Context: an optimization exercise on an open-source flow, tuned for small area. The choices shown serve that exercise and are no tape-out recipe.
No functional check of the RTL was part of any run shown here.
The flow treats the clock pin as an ideal source, which a real chip does not have.
Power figures rest on the tool's default switching activity, not on a simulated workload.

`design/flow/config.mk`:
```
export PLATFORM = sky130hd
export DESIGN_NAME = topModule
export DESIGN_NICKNAME = topModule
export VERILOG_FILES = /design/flow/design.v
export SDC_FILE = /design/flow/constraint.sdc
export NUM_CORES = 4
export LEC_CHECK = 0
export CAP_MARGIN = 20
export CORE_MARGIN = 2
export CORE_UTILIZATION = 70
export GPL_TIMING_DRIVEN = 0
export SLEW_MARGIN = 20
```
`design/flow/constraint.sdc`:
```
create_clock -name core_clock -period 10.0 [get_ports {clk}]
set_input_delay 2.0000 -clock core_clock [delete_from_list [all_inputs] [get_ports {clk}]]
set_output_delay 2.0000 -clock core_clock [all_outputs]
set_load 0.01 [all_outputs]
```
`design/flow/design.v`:
```
`timescale 1ns / 1ps
module pushButton(input logic clk, pb,
                  output logic pb_out);
logic Q1,Q2,Q2_bar;
always @ (posedge clk) 
begin
       Q1 <= pb ;
       Q2 <= Q1;
end
assign Q2_bar = ~Q2;
assign pb_out = Q1 & Q2_bar;
endmodule
module mainMemory(input logic clk, reset, we, ren,
                  input logic [3:0] wAddr,
                  input logic [3:0] rAddr,
                  input logic [7:0] data,
                  output logic [7:0] out);
    logic [7:0] RAM [16];
    genvar k;
    generate
        logic [3:0] pa_n, pb_n;
        logic nreset;
        assign nreset = ~reset;
        for (k = 0; k < 4; k = k + 1) begin : pre
            assign pa_n[k] = ~(we && wAddr[1:0] == k);
            assign pb_n[k] = ~(wAddr[3:2] == k);
        end
        for (k = 0; k < 16; k = k + 1) begin : word
            logic en;
            oai21 u(.a1(pa_n[k % 4]), .a2(pb_n[k / 4]), .b1(nreset), .y(en));
            always_ff @(posedge clk)
                if (en)
                    RAM[k] <= reset ? 8'(k) : data;
        end
    endgenerate
    logic [15:0] sel;
    always_comb
        for (int j = 0; j < 16; j = j + 1)
            sel[j] = ren && rAddr == j;
    genvar b;
    generate
        for (b = 0; b < 8; b = b + 1) begin : rbit
            logic [5:0] y;
            for (k = 0; k < 5; k = k + 1) begin : g
                aoi222 u(.a1(sel[3*k]), .a2(RAM[3*k][b]),
                         .b1(sel[3*k+1]), .b2(RAM[3*k+1][b]),
                         .c1(sel[3*k+2]), .c2(RAM[3*k+2][b]), .y(y[k]));
            end
            assign y[5] = ~(sel[15] & RAM[15][b]);
            assign out[b] = ~&y;
        end
    endgenerate
endmodule
module aoi222(input logic a1, a2, b1, b2, c1, c2, output logic y);
    assign y = ~((a1 & a2) | (b1 & b2) | (c1 & c2));
endmodule
module oai21(input logic a1, a2, b1, output logic y);
    assign y = ~((a1 | a2) & b1);
endmodule
module sevSeg(input logic clk, reset,
              input logic [1:0] mode,  
              input logic [7:0] data,
              input logic [3:0] addr,
              output logic a, b, c, d, e, f, g, dp,
              output logic [3:0] an);
    logic [3:0] count;
    always_ff @(posedge clk, posedge reset)
        if (reset)
            count <= 4'b0;
        else
            count <= count + 1;
    logic [1:0] dig;
    assign dig = count[3:2];
    logic [3:0] hv;
    assign hv = dig[1] ? ((mode == 2'b00) ? addr : 4'd12)
                       : (dig[0] ? data[7:4] : data[3:0]);
    logic [6:0] hex;
    always_comb
        case (hv)
            4'd0:  hex = 7'b0000001;
            4'd1:  hex = 7'b1001111;
            4'd2:  hex = 7'b0010010;
            4'd3:  hex = 7'b0000110;
            4'd4:  hex = 7'b1001100;
            4'd5:  hex = 7'b0100100;
            4'd6:  hex = 7'b0100000;
            4'd7:  hex = 7'b0001111;
            4'd8:  hex = 7'b0000000;
            4'd9:  hex = 7'b0000100;
            4'd10: hex = 7'b0001000;
            4'd11: hex = 7'b1100000;
            4'd12: hex = 7'b0110001;
            4'd13: hex = 7'b1000010;
            4'd14: hex = 7'b0110000;
            default: hex = 7'b0111000;
        endcase
    wire special = (mode == 2'b11) | (dig == 2'b10) | (dig[1] & mode == 2'b10);
    wire eq      = (mode == 2'b01) & (dig == 2'b10);
    wire blank   = (mode == 2'b10) & dig[1];
    logic [6:0] seg;
    assign seg = special ? {3'b111, ~eq, 2'b11, blank} : hex;
    assign {a, b, c, d, e, f, g} = seg;
    assign dp = 1'b1;
    assign an = {~(dig == 2'b11), ~(dig == 2'b10), ~(dig == 2'b01), ~(dig == 2'b00)};
endmodule
module hlsm(input logic clk, reset,
            input logic next, prev, compute, counter, enter,
            input logic [3:0] addr,
            input logic [7:0] rd,           
            output logic [3:0] rAddr,       
            output logic ren,               
            output logic [3:0] dAddr,       
            output logic we,
            output logic [1:0] mode,
            output logic [7:0] out);        
    localparam logic [2:0] INIT = 3'd0, WAIT = 3'd1, ENT = 3'd2, CLR = 3'd3,
                           SUM = 3'd4, DSUM = 3'd5, DCNT = 3'd6;
    logic [2:0] state, nextstate;
    logic [4:0] c;           
    logic [7:0] n;           
    logic done;              
    logic [3:0] addrReg, addr_q;
    wire inSum  = (state == SUM);
    wire dsum   = (state == DSUM);
    wire dcnt   = (state == DCNT);
    wire endDsp = c[4] & c[3] & c[2] & c[1];    
    always_comb begin
        nextstate = state;
        case (state)
            INIT: nextstate = WAIT;
            WAIT: if (compute) nextstate = CLR;
                  else if (enter) nextstate = ENT;
                  else if (counter) nextstate = DCNT;
            ENT:  nextstate = WAIT;
            CLR:  nextstate = SUM;
            SUM:  if (c[4]) nextstate = DSUM;
            DSUM, DCNT: if (endDsp) nextstate = WAIT;
            default: nextstate = INIT;
        endcase
    end
    wire cen = (inSum & ~c[4]) | dsum | dcnt;
    logic [4:0] cinc;
    always_comb begin
        cinc[0] = ~c[0];
        cinc[1] = c[1] ^ c[0];
        cinc[2] = c[2] ^ (c[1] & c[0]);
        cinc[3] = c[3] ^ (c[2] & c[1] & c[0]);
        cinc[4] = c[4] ^ (c[3] & c[2] & c[1] & c[0]);
    end
    always_ff @(posedge clk, posedge reset)
        if (reset) begin
            state <= INIT;
            c <= 0;
            done <= 0;
        end else begin
            state <= nextstate;
            c <= cen ? cinc : 5'd0;
            if (inSum & c[4]) done <= 1'b1;
        end
    logic [7:0] s;
    logic [8:0] cy;
    always_comb begin
        cy[0] = 1'b0;
        for (int i = 0; i < 8; i = i + 1) begin
            s[i] = n[i] ^ rd[i] ^ cy[i];
            cy[i+1] = (n[i] & rd[i]) | (n[i] & cy[i]) | (rd[i] & cy[i]);
        end
    end
    always_ff @(posedge clk)
        if (state == CLR)
            n <= 8'hFF;
        else if (inSum & ~c[4])
            n <= s;
    always_ff @(posedge clk)
        addr_q <= addr;
    always_ff @(posedge clk, posedge reset)
        if (reset)
            addrReg <= 0;
        else if (next)
            addrReg <= addrReg + 1;
        else if (prev)
            addrReg <= addrReg - 1;
        else if (addr_q != addr)
            addrReg <= addr;
    always_comb
        case (state)
            WAIT, ENT, CLR: mode = 2'b00;
            DSUM: mode = 2'b01;
            DCNT: mode = 2'b10;
            default: mode = 2'b11;
        endcase
    assign we = (state == ENT);
    assign ren = ~(dsum | dcnt);
    assign rAddr = inSum ? c[3:0] : addrReg;
    assign dAddr = addrReg;
    assign out = rd | ({8{dsum}} & ~n) | {3'b000, dcnt & done, 4'b0000};
endmodule
module topModule(input logic clk, reset,
                 input logic [3:0] wAddr,  
                 input logic [7:0] data,  
                 input logic next, prev, compute, counter, enter,  
                 output logic a, b, c, d, e, f, g, dp,  
                 output logic [3:0] an,  
                 output logic [7:0] lData,
                 output logic [3:0] lAddr,
                 output logic lReset
    );
logic nextB, prevB, computeB, counterB, enterB;
logic we, ren;
logic [3:0] rAddr, dAddr;
logic [1:0] mode;
logic [7:0] rd, dataSSeg;
pushButton n(clk, next, nextB);
pushButton p(clk, prev, prevB);
pushButton cmp(clk, compute, computeB);
pushButton cnt(clk, counter, counterB);
pushButton ent(clk, enter, enterB);
hlsm HighLevelSM(.clk, .reset, .next(nextB), .prev(prevB), .compute(computeB),
                 .counter(counterB), .enter(enterB), .addr(wAddr), .rd,
                 .rAddr, .ren, .dAddr, .we, .mode, .out(dataSSeg));
mainMemory memory(.clk, .reset, .we, .ren, .wAddr, .rAddr, .data, .out(rd));
sevSeg sevenSegment(clk, reset, mode, dataSSeg, dAddr, a, b, c, d, e, f, g, dp, an);
assign lData = data;
assign lAddr = wAddr;
assign lReset = reset;
endmodule
```
`design/flow/flow/run.sh`:
```
#!/bin/bash
# Layout flow: the standard flow (standard.sh) with these changes:
#  - ABC maps the logic with an area-only script (no buffering or upsizing;
#    the placer's repair steps size and buffer what timing needs);
#  - only full adders are extracted as adder cells (no half adders);
#  - pass-through wires and ports are buffered with the smallest buffer cell;
#  - clock tree synthesis inserts no dummy loads;
#  - synthesis buffers are removed before placement, as with timing-driven placement;
#  - leaf clock buffers with few flip-flops are downsized after CTS (post_cts.tcl);
#  - the and-or-invert cells of the memory read port (module aoi222) and
#    the or-and-invert cells of its write enables (module oai21) are
#    kept as modules through synthesis, so ABC maps each to one cell.
# The synthesis is otherwise the standard flow's own (synth_recipe.tcl, ORFS synth.tcl).
set -euo pipefail
here=$PWD
sed "s#source \$::env(SCRIPTS_DIR)/synth.tcl#source $here/area_synth.tcl#" synth_recipe.tcl > area_synth_recipe.tcl
sed -e "s#^  log_cmd abc {\*}\$abc_args#  set abc_args [lreplace \$abc_args 1 1 $here/flow/abc_area.script]\n  log_cmd abc {*}\$abc_args#" \
    -e "s#^  extract_fa {\*}\[dont_use_extract_fa_args\]#  extract_fa -fa#" \
    "$FLOW_HOME/scripts/synth.tcl" > area_synth.tcl
grep -q "area_synth.tcl" area_synth_recipe.tcl
grep -q "abc_area.script" area_synth.tcl
grep -q "extract_fa -fa" area_synth.tcl
bash standard.sh SYNTH_SCRIPT=$here/area_synth_recipe.tcl \
    SYNTH_HIERARCHICAL=1 SYNTH_MINIMUM_KEEP_SIZE=100000 "SYNTH_KEEP_MODULES=aoi222 oai21" \
    "MIN_BUF_CELL_AND_PORTS=sky130_fd_sc_hd__buf_1 A X" \
    "BUFFER_PORTS_ARGS=-buffer_cell sky130_fd_sc_hd__buf_1" \
    "CTS_ARGS=-sink_clustering_enable -repair_clock_nets -dont_use_dummy_load -buf_list sky130_fd_sc_hd__clkbuf_8" \
    "PRE_GLOBAL_PLACE_TCL=$here/flow/pre_global_place.tcl" \
    "POST_CTS_TCL=$here/flow/post_cts.tcl" \
    finish > flow_make.log 2>&1
```
`design/flow/flow/abc_area.script`:
```
strash
&get -n
&deepsyn -T 20
&put
dch -f
amap
topo
```
`design/flow/flow/post_cts.tcl`:
```
set limit 0.108
proc worst_ff_clk_slew {} {
  set worst 0
  foreach pin [get_pins -hierarchical */CLK] {
    foreach p {slew_max_rise slew_max_fall} {
      set v [get_property $pin $p]
      if {$v > $worst} { set worst $v }
    }
  }
  return $worst
}
estimate_parasitics -placement
puts "post_cts: worst flip-flop clock slew before [worst_ff_clk_slew]"
set leaves {}
foreach inst [get_cells clkbuf_*] {
  if {[get_property $inst ref_name] ne "sky130_fd_sc_hd__clkbuf_8"} { continue }
  set net [get_nets -of_objects [get_pins [get_full_name $inst]/X]]
  set loads [get_pins -of_objects $net -filter "direction == input"]
  set leaf 1
  foreach l $loads {
    if {[get_property $l lib_pin_name] ne "CLK"} { set leaf 0 }
  }
  if {$leaf} { lappend leaves [list [llength $loads] [get_full_name $inst]] }
}
set n 0
foreach item [lsort -integer -index 0 $leaves] {
  set inst [get_cells [lindex $item 1]]
  replace_cell $inst sky130_fd_sc_hd__clkbuf_4
  estimate_parasitics -placement
  set w [worst_ff_clk_slew]
  if {$w > $limit} {
    replace_cell $inst sky130_fd_sc_hd__clkbuf_8
    estimate_parasitics -placement
  } else {
    incr n
  }
}
puts "post_cts: $n of [llength $leaves] leaf buffers set to clkbuf_4, worst flip-flop clock slew [worst_ff_clk_slew]"
```
`design/flow/flow/pre_global_place.tcl`:
```
# Remove synthesis buffers (the pass-through buffers) before the ports are
# buffered, as the standard flow's timing-driven placement does.
remove_buffers
```
`design/flow/standard.sh`:
```
#!/bin/bash
# synth_recipe.tcl (not shown) runs the flow's synth.tcl, then flattens the netlist and writes it again
# the make line also repeats each setting of config.mk as NAME=value (left out here)
make -C /OpenROAD-flow-scripts/flow DESIGN_CONFIG=/design/flow/config.mk WORK_HOME=/design/flow/orfs CLKGATE_MAP_FILE= SYNTH_SCRIPT=/design/flow/synth_recipe.tcl "${@:-finish}"
```
==> results.yml, run 1 <==
run_status:
  status: "no timing/DRC/antenna violations"
power:
  p_seq_share_pct: 37.7
  ir_drop_v: 0.000183
  sw_frac_of_total_pct: 42.0
  power_frac_comb_pct: 48.8
  p_per_area_nw_per_um2: 324
  p_sw_mw: 0.963
  p_clk_share_pct: 13.5
  p_int_mw: 1.33
  p_leak_nw: 2.47
setup_path:
  worstPathRequired_ns: 8.00
  arrival_ns: 5.73
  end_kind: "output port"
  crit_path_start_kind: "flip-flop"
  critPathMaxFanout: 8
  path_class: "reg -> out"
synth:
  synth_fa_ha_area_share_pct: 1.81
  synth.avg_cell_area_sq_um: 13.1
  synth.net_count: 531
  synth-seq-area-share_pct: 71.0
  synth_edf_count: 128
  synth.distinct_cells: 34
  async_reset_ff_share_pct: 10.2
  synth.area.mux_share_pct: 0
  ys_seq_elements: 167
  synthCells: 506
  synth-compound-area-share_pct: 14.9
  synth_flop_cell: "edfxtp_1"
  synth_area_sq_um: 6630
  synthSimpleGateAreaFrac_pct: 8.70
  synth_top_family_by_area: "compound AO/OA/AOI/OAI gates"
  synth_xor_area_share_pct: 0
  synth_warnings: 12
grt:
  grt_use_total_pct: 31.0
  grt_max_degree: 38
  antenna_found_initial: 0
  grt_pass1_vias: 4216
  grt_pass1_wl_um: 22700
  grt-ovfl-total: 0
final_layout:
  area_growth_pct: 6.74
  final_cell_mix: "128 x edfxtp_1, 60 x nor2_1, 47 x clkinv_1, 42 x buf_1, 40 x a222oi_1"
  final_nets: 579
  diodes: 0
  final_common_cell: "edfxtp_1"
  fillCellCount: 581
  final_layout_size_suffix_gt1_share_pct: 3.99
routing:
  final_antenna_net_count: 0
  drc: 0
  wl_um: 14800
  dr.pass1.iters: 7
  drt-initial-drc-count: 451
  viasPerCell: 6.77
  routedWlPerCell_um: 22.4
  vias: 4491
die:
  core_area_sq_um: 9200
  die_h_um: 101
  ios: 44
  die-area_sq_um: 10300
  die_x_um: 101
  placementRows: 35
  initial_core_util_pct: 72.1
timing:
  finalMaxSlewViolations: 0
  rsz0062_at_grt: "false"
  setup_viol: 0
  clock_skew_ns: 0.0292
  period_minus_slack_ns: 7.73
  tns_ns: 0
  min_period_over_period_pct: 77.3
  holdWs_ns: 0.360
  max_freq_mhz: 129
  slew_headroom_pct: 40.0
  worst_pin_slew_ns: 0.895
  hold_viol_final: 0
cts:
  cts_sinks: 167
  clkTransAtPathRegs_ns: 0.10
  insertion_delay_ns: 0.43
  cts_tree: "built"
hold_path:
  worstHoldPathType: "reg -> reg"
placement:
  io_buffers: 42
  dp_hpwl_um: 10300
  routabilityCongestion: 0.842
job:
  maxCapViolCount: 0
[power by group through the flow]
| stage | clock (mW) | combinational, mW | sequential [mW] |
|---|---|---|---|
| 2_1_floorplan | 0 | 0.787 | 0.866 |
| 3_3_place_gp | 0 | 1.05 | 0.874 |
| 3_5_place_dp | 0 | 1.09 | 0.879 |
| 5_1_grt | 0.337 | 1.24 | 0.871 |
| 6_report | 0.309 | 1.12 | 0.864 |
[per-module statistics from Yosys (local to each module, per instance)]
module,area (sq um),flops+latches
oai21,5.00,0
aoi222,10.0,0
topModule,6150,167
[state kept, by name, summed over array words and instances (netlist names)]
signal	flops
p.Q2	1
cmp.Q1	1
HighLevelSM.state	3
n.Q1	1
HighLevelSM.addr_q	4
HighLevelSM.c	5
cnt.Q1	1
cmp.Q2	1
ent.Q1	1
HighLevelSM.addrReg	4
ent.Q2	1
memory.RAM	128
p.Q1	1
HighLevelSM.done	1
sevenSegment.count	4
HighLevelSM.n	8
n.Q2	1
cnt.Q2	1
[synth_stat cells (7+ instances only)]
library cell	number	area share, %
dfxtp_1	22	6.6
clkinv_1	48	2.7
buf_1	14	0.79
dfrtp_1	17	6.4
o21a_1	7	0.79
o21ai_0	38	2.9
nor2b_1	7	0.66
o22ai_1	9	0.85
a222oi_1	40	6.0
nor3_1	7	0.53
nand2_1	35	2.0
a21oi_1	16	1.2
nand3_1	12	0.91
a211oi_1	7	0.79
or3_1	7	0.66
nor2_1	60	3.4
edfxtp_1	128	58
[worst max-delay path: stages (launching register included)]
cell and delay, ns:
dfrtp_1 0.43, clkinv_1 0.09, nand2_1 0.09, nor2_1 0.37
clkinv_1 0.28, nand2_1 0.14, nor2_1 0.04, a31oi_1 0.59
nand3_1 0.40, nor2_1 0.61, a222oi_1 0.29, nand3_1 0.14
a211oi_1 0.09, o311a_1 0.16, o22a_1 0.19, o21ai_0 0.19
clkinv_1 0.23, o22ai_1 0.21, nor3_1 0.09, nor2_1 0.15
clkinv_1 0.10, a31oi_1 0.18, o21ai_0 0.09, buf_1 0.14
[through the flow]
step	setup slack, ns	utilization, %	std cells	cell area [sq um]	power, mW
final	2.27	77.0	663	7080	2.29
after global routing	1.91	77.0	663	7080	2.45
after detailed placement	2.88	74.9	646	6890	1.97
after global placement	3.01	74.8	645	6880	1.92
after floorplan	4.21	-	506	6630	1.65
[cell type report]
cell class,instances,area (sq um),area share (%)
clock buffers,17,184,2.60
inverters,48,180,2.55
multi-input cells,277,1700,24.0
flip-flops and latches,167,4710,66.5
well taps,111,139,1.96
repair buffers,43,169,2.39
[logic make-up (layout without fill, tap and decap cells)]
family	Yosys count	after routing
adders and majority gates	6	6
buffers and inverters	62	108
DFF	167	167
AOI/OAI and AO/OA	136	136
and+or+nand+nor	134	134
other	1	1
[worst paths after layout]
kind / endpoint / cells past startpoint / slack (ns) / start
max: c / 23 / 2.27 / HighLevelSM.state[0]$_DFFE_PP0P_
min: n.Q2$_DFF_P_ / 0 / 0.36 / n.Q1$_DFF_P_
max reg2reg: HighLevelSM.n[7]$_SDFFE_PP1P_ / 24 / 3.40 / HighLevelSM.state[0]$_DFFE_PP0P_
min reg2reg: n.Q2$_DFF_P_ / 0 / 0.36 / n.Q1$_DFF_P_
max in group asynchronous: HighLevelSM.state[2]$_DFFE_PP0P_ / 2 / 7.67 / reset
min in group asynchronous: HighLevelSM.addrReg[1]$_DFFE_PP0P_ / 2 / 1.87 / reset
[routing by layer]
layer,vias up,GRT usage [%],routed length [um]
li1,2029,-,-
met1,2200,43.9,5810
met4,0,10.7,184
met5,-,0,0
met3,24,5.59,1400
met2,238,49.4,7440
==> run 2: changes to the inputs <==
--- a/design/flow/design.v
+++ b/design/flow/design.v
@@ -10,7 +10,8 @@
 assign Q2_bar = ~Q2;
 assign pb_out = Q1 & Q2_bar;
 endmodule
-module mainMemory(input logic clk, reset, we, ren,
+module mainMemory(input logic clk, reset, we, ren, dsum, dcnt, done,
+                  input logic [7:0] n,
                   input logic [3:0] wAddr,
                   input logic [3:0] rAddr,
                   input logic [7:0] data,
@@ -18,18 +19,9 @@
     logic [7:0] RAM [16];
     genvar k;
     generate
-        logic [3:0] pa_n, pb_n;
-        logic nreset;
-        assign nreset = ~reset;
-        for (k = 0; k < 4; k = k + 1) begin : pre
-            assign pa_n[k] = ~(we && wAddr[1:0] == k);
-            assign pb_n[k] = ~(wAddr[3:2] == k);
-        end
         for (k = 0; k < 16; k = k + 1) begin : word
-            logic en;
-            oai21 u(.a1(pa_n[k % 4]), .a2(pb_n[k / 4]), .b1(nreset), .y(en));
             always_ff @(posedge clk)
-                if (en)
+                if (reset || (we && wAddr == k))
                     RAM[k] <= reset ? 8'(k) : data;
         end
     endgenerate
@@ -46,16 +38,16 @@
                          .b1(sel[3*k+1]), .b2(RAM[3*k+1][b]),
                          .c1(sel[3*k+2]), .c2(RAM[3*k+2][b]), .y(y[k]));
             end
-            assign y[5] = ~(sel[15] & RAM[15][b]);
+            if (b == 4)
+                assign y[5] = ~((sel[15] & RAM[15][b]) | (dsum & ~n[b]) | (dcnt & done));
+            else
+                assign y[5] = ~((sel[15] & RAM[15][b]) | (dsum & ~n[b]));
             assign out[b] = ~&y;
         end
     endgenerate
 endmodule
 module aoi222(input logic a1, a2, b1, b2, c1, c2, output logic y);
     assign y = ~((a1 & a2) | (b1 & b2) | (c1 & c2));
-endmodule
-module oai21(input logic a1, a2, b1, output logic y);
-    assign y = ~((a1 | a2) & b1);
 endmodule
 module sevSeg(input logic clk, reset,
               input logic [1:0] mode,  
@@ -112,17 +104,17 @@
             output logic [3:0] dAddr,       
             output logic we,
             output logic [1:0] mode,
-            output logic [7:0] out);        
+            output logic [7:0] out,         
+            output logic dsum, dcnt, done,
+            output logic [7:0] n);
     localparam logic [2:0] INIT = 3'd0, WAIT = 3'd1, ENT = 3'd2, CLR = 3'd3,
                            SUM = 3'd4, DSUM = 3'd5, DCNT = 3'd6;
     logic [2:0] state, nextstate;
     logic [4:0] c;           
-    logic [7:0] n;           
-    logic done;              
     logic [3:0] addrReg, addr_q;
     wire inSum  = (state == SUM);
-    wire dsum   = (state == DSUM);
-    wire dcnt   = (state == DCNT);
+    assign dsum = (state == DSUM);
+    assign dcnt = (state == DCNT);
     wire endDsp = c[4] & c[3] & c[2] & c[1];    
     always_comb begin
         nextstate = state;
@@ -150,13 +142,13 @@
     always_ff @(posedge clk, posedge reset)
         if (reset) begin
             state <= INIT;
-            c <= 0;
             done <= 0;
         end else begin
             state <= nextstate;
-            c <= cen ? cinc : 5'd0;
             if (inSum & c[4]) done <= 1'b1;
         end
+    always_ff @(posedge clk)
+        c <= cen ? cinc : 5'd0;
     logic [7:0] s;
     logic [8:0] cy;
     always_comb begin
@@ -193,7 +185,7 @@
     assign ren = ~(dsum | dcnt);
     assign rAddr = inSum ? c[3:0] : addrReg;
     assign dAddr = addrReg;
-    assign out = rd | ({8{dsum}} & ~n) | {3'b000, dcnt & done, 4'b0000};
+    assign out = rd;
 endmodule
 module topModule(input logic clk, reset,
                  input logic [3:0] wAddr,  
@@ -209,7 +201,8 @@
 logic we, ren;
 logic [3:0] rAddr, dAddr;
 logic [1:0] mode;
-logic [7:0] rd, dataSSeg;
+logic [7:0] rd, dataSSeg, nsum;
+logic dsum, dcnt, done;
 pushButton n(clk, next, nextB);
 pushButton p(clk, prev, prevB);
 pushButton cmp(clk, compute, computeB);
@@ -217,8 +210,9 @@
 pushButton ent(clk, enter, enterB);
 hlsm HighLevelSM(.clk, .reset, .next(nextB), .prev(prevB), .compute(computeB),
                  .counter(counterB), .enter(enterB), .addr(wAddr), .rd,
-                 .rAddr, .ren, .dAddr, .we, .mode, .out(dataSSeg));
-mainMemory memory(.clk, .reset, .we, .ren, .wAddr, .rAddr, .data, .out(rd));
+                 .rAddr, .ren, .dAddr, .we, .mode, .out(dataSSeg),
+                 .dsum, .dcnt, .done, .n(nsum));
+mainMemory memory(.clk, .reset, .we, .ren, .dsum, .dcnt, .done, .n(nsum), .wAddr, .rAddr, .data, .out(rd));
 sevSeg sevenSegment(clk, reset, mode, dataSSeg, dAddr, a, b, c, d, e, f, g, dp, an);
 assign lData = data;
 assign lAddr = wAddr;
--- a/design/flow/flow/run.sh
+++ b/design/flow/flow/run.sh
@@ -7,8 +7,7 @@
 #  - clock tree synthesis inserts no dummy loads;
 #  - synthesis buffers are removed before placement, as with timing-driven placement;
 #  - leaf clock buffers with few flip-flops are downsized after CTS (post_cts.tcl);
-#  - the and-or-invert cells of the memory read port (module aoi222) and
-#    the or-and-invert cells of its write enables (module oai21) are
+#  - the and-or-invert cells of the memory read port (module aoi222) are
 #    kept as modules through synthesis, so ABC maps each to one cell.
 # The synthesis is otherwise the standard flow's own (synth_recipe.tcl, ORFS synth.tcl).
 set -euo pipefail
@@ -21,7 +20,7 @@
 grep -q "abc_area.script" area_synth.tcl
 grep -q "extract_fa -fa" area_synth.tcl
 bash standard.sh SYNTH_SCRIPT=$here/area_synth_recipe.tcl \
-    SYNTH_HIERARCHICAL=1 SYNTH_MINIMUM_KEEP_SIZE=100000 "SYNTH_KEEP_MODULES=aoi222 oai21" \
+    SYNTH_HIERARCHICAL=1 SYNTH_MINIMUM_KEEP_SIZE=100000 SYNTH_KEEP_MODULES=aoi222 \
     "MIN_BUF_CELL_AND_PORTS=sky130_fd_sc_hd__buf_1 A X" \
     "BUFFER_PORTS_ARGS=-buffer_cell sky130_fd_sc_hd__buf_1" \
     "CTS_ARGS=-sink_clustering_enable -repair_clock_nets -dont_use_dummy_load -buf_list sky130_fd_sc_hd__clkbuf_8" \
==> results.yml, run 2 <==
run_status:
  status: "no timing/DRC/antenna violations"
setup_path:
  critPathMaxFanout: 8
  worst_r2r_endpoint: "HighLevelSM.n[7]$_SDFFE_PP1P_"
  r2r-start: "HighLevelSM.state[1]$_DFFE_PP0P_"
  worstPathRequired_ns: 8.00
  cpMaxStageDelayCell: "a2111oi_0"
  path_cells: "nor2_1 > nand2_1 > o21ai_0 > nor2_1 > a31oi_1 > nor2_1 > a222oi_1 > nand2_1 > a2111oi_0 > o22ai_1 > a21oi_1 > clkinv_1 > nor2_1 > clkinv_1 > a211oi_1 > clkinv_1 > o21ai_0 > o21a_1 > buf_1"
  path_class: "reg -> out"
  end_kind: "output port"
  crit_top_cell: "nor2_1"
  critPathMaxStageDelay_ns: 0.86
  path_buf_inv: 4
  startpoint: "HighLevelSM.state[1]$_DFFE_PP0P_"
  arrival_ns: 5.87
  ff2ff_setup_slack_ns: 3.71
  crit_family: "compound AO/OA/AOI/OAI gates"
  crit_path_start_kind: "flip-flop"
  reg2reg_depth: 21
die:
  core_area_sq_um: 9200
  placementRows: 35
  die-area_sq_um: 10200
  ios: 44
  die_x_um: 101
  die_h_um: 101
  initial_core_util_pct: 71.6
hold_path:
  whs_path_depth: 0
  worstHoldPathType: "reg -> reg"
  worstHoldStart: "cmp.Q1$_DFF_P_"
  whs_endpoint: "cmp.Q2$_DFF_P_"
routing:
  vias: 4491
  final_antenna_net_count: 0
  viasPerCell: 6.84
  drt-initial-drc-count: 726
  routedWlPerCell_um: 22.5
  dr.pass1.iters: 14
  wl_um: 14800
  drc: 0
synth:
  yosysTopAreaCellShare_pct: 58.4
  synth.distinct_cells: 36
  synth.net_count: 524
  async_reset_ff_share_pct: 7.19
  yosys.area.top_type: "edfxtp_1"
  synth_warnings: 12
  synth-seq-area-share_pct: 71.1
  synth_flop_cell: "edfxtp_1"
  ys_seq_elements: 167
  synth_most_common_cell: "edfxtp_1"
  synthCells: 499
  synth_area_leaders: "edfxtp_1 58%, dfxtp_1 8.2%, a222oi_1 6.2%"
  synth_area_sq_um: 6590
  yosys-top-cells-count: "128 x edfxtp_1, 68 x nor2_1, 44 x clkinv_1, 41 x a222oi_1, 33 x o21ai_0"
  synth.avg_cell_area_sq_um: 13.2
  synth_edf_count: 128
final_layout:
  fin_area_sq_um: 7010
  layout.cells.non_filler: 657
  final_nets: 573
  diodes: 0
  top_regs: "memory.RAM: 128 flops, HighLevelSM.n: 8 flops, HighLevelSM.c: 5 flops"
  area_growth_pct: 6.52
  multiInputGateArea_sq_um: 1690
  largest_reg_flops: 128
  regArea_sq_um: 4680
  fillCellCount: 623
  final_layout_size_suffix_gt1_share_pct: 4.03
  final_common_cell: "edfxtp_1"
  final_cell_mix: "128 x edfxtp_1, 68 x nor2_1, 44 x clkinv_1, 42 x buf_1, 41 x a222oi_1"
  largest-register: "memory.RAM"
placement:
  placedCellCount: 640
  placed_cell_area_sq_um: 6840
  io_buffers: 42
  post-place-ws_ns: 2.58
  routabilityCongestion: 0.805
  dp_hpwl_um: 10100
timing:
  setup_viol: 0
  max_freq_mhz: 127
  worst_pin_slew_ns: 1.17
  finalMaxSlewViolations: 0
  min_period_over_period_pct: 78.7
  rsz0062_at_grt: "false"
  period_minus_slack_ns: 7.87
  slew_headroom_pct: 22.1
  setup_ws_ns: 2.13
  tns_ns: 0
  hold_viol_final: 0
  clock_skew_ns: 0.0368
power:
  power_mw: 2.08
  p_per_area_nw_per_um2: 296
  p_leak_nw: 2.40
  ir_drop_v: 0.000224
cts:
  insertion_delay_ns: 0.44
  clkTransAtPathRegs_ns: 0.10
  cts_tree: "built"
  cts_sinks: 167
grt:
  grt_max_degree: 30
  grt_pass1_vias: 4229
  grt_pass1_wl_um: 22500
  grt-ovfl-total: 0
  antenna_found_initial: 0
  grt_use_total_pct: 31.0
job:
  maxCapViolCount: 0
## run 2: changes by cell type in the layout (fill, tap and decap cells not counted), sizes merged, moves of 3 or more
cell / change
nor2: +8
o21ai: -5
o22a: -3
clkinv: -3
nand2: -8
dfrtp: -5
nor3: +3
a2111oi: +7
dfxtp: +5
o21a: -3
or2: +3
## run 2: cells by family after synthesis
family	share of synthesized area, %
other	0.0569
buffers and inverters	3.31
flip-flops	71.1
AND/OR/NAND/NOR	9.37
AO/OA/AOI/OAI	14.3
adder cells (fa/ha/maj)	1.82
## run 2: layout make-up
type,instances,area share [%]
Inverter,44,2.35
Sequential cell,167,66.8
Clock buffer,17,2.35
Multi-Input combinational cell,274,24.1
Tap cell,111,1.98
Timing Repair Buffer,44,2.39
## run 2: modules after synthesis, one instance, submodules excluded
module	flip-flops and latches	cell area [sq um]
topModule	167	6180
aoi222	0	10.0
## run 2: per-layer routing
metal / routed length [um] / vias to the layer above / share of wire [%] / track usage (%)
li1: - / 2008 / - / -
met1: 5480 / 2151 / 37 / 40.9
met2: 7310 / 293 / 50 / 50.4
met3: 1540 / 39 / 10 / 6.80
met4: 421 / 0 / 2.9 / 13.0
met5: 0 / - / 0 / 0
## run 2: report_power, final
| group | internal, mW | switching, mW |
|---|---|---|
| Sequential | 0.819 | 0.0365 |
| Clock | 0.105 | 0.189 |
| Combinational | 0.306 | 0.624 |
## run 2: worst max-delay path by stage
stage	end	slack [ns]	depth (start not counted)
final	g	2.13	19
after global routing	g	1.70	19
after detailed placement	g	2.58	19
after global placement	g	2.83	19
after floorplan	g	4.12	18
## run 2: through the flow
stage                     hold WS, ns  utilization [%]
after global placement          0.328             74.3
final                           0.361             76.3
after detailed placement        0.343             74.4
after global routing            0.370             76.3
after floorplan                 0.324                -
## run 2: worst register-to-register path, cell delays in order (launching register included)
cell and delay (ns):
dfrtp_1 0.42, nor2_1 0.20, nand2_1 0.22, o21ai_0 0.16
nor2_1 0.06, a31oi_1 0.48, nand3_1 0.34, nor2_1 0.61
a222oi_1 0.26, nand3_1 0.15, a211oi_1 0.09, nand2b_1 0.21
fa_1 0.38, fa_1 0.40, fa_1 0.42, fa_1 0.39
fa_1 0.39, fa_1 0.41, o21ai_0 0.21, a21oi_1 0.08
a21oi_1 0.17, o21ai_0 0.10

## static timing again, ports no longer ideal
Ports are ideal in the flow. The routed layouts listed here were re-timed in OpenROAD.
Step 1 (the two cells are an assumption about what drives the block):
set clk [get_ports {clk}]
set_driving_cell -lib_cell sky130_fd_sc_hd__clkbuf_16 $clk
set_driving_cell -lib_cell sky130_fd_sc_hd__buf_2 [delete_from_list [all_inputs] $clk]
Step 2 adds t to the input delays and takes it off the output delays; t is the mean of the earliest and latest rising clock arrival at the registers after step 1. Input paths then give back, and output paths get back, about the clock's delay inside the block.
Slacks: no drivers / after step 1 / after step 2; pairs: no drivers / after step 1.
run | t (ns) | slack for setup (ns) | worst hold slack (ns) | cell pins on the clock port's net
run 1 | 0.451 | 2.270 / 2.235 / 2.686 | 0.360 / 0.360 / 0.360 | 1
run 2 | 0.455 | 2.128 / 2.094 / 2.549 | 0.361 / 0.361 / 0.361 | 1
After both steps setup and hold are still met in every run listed.
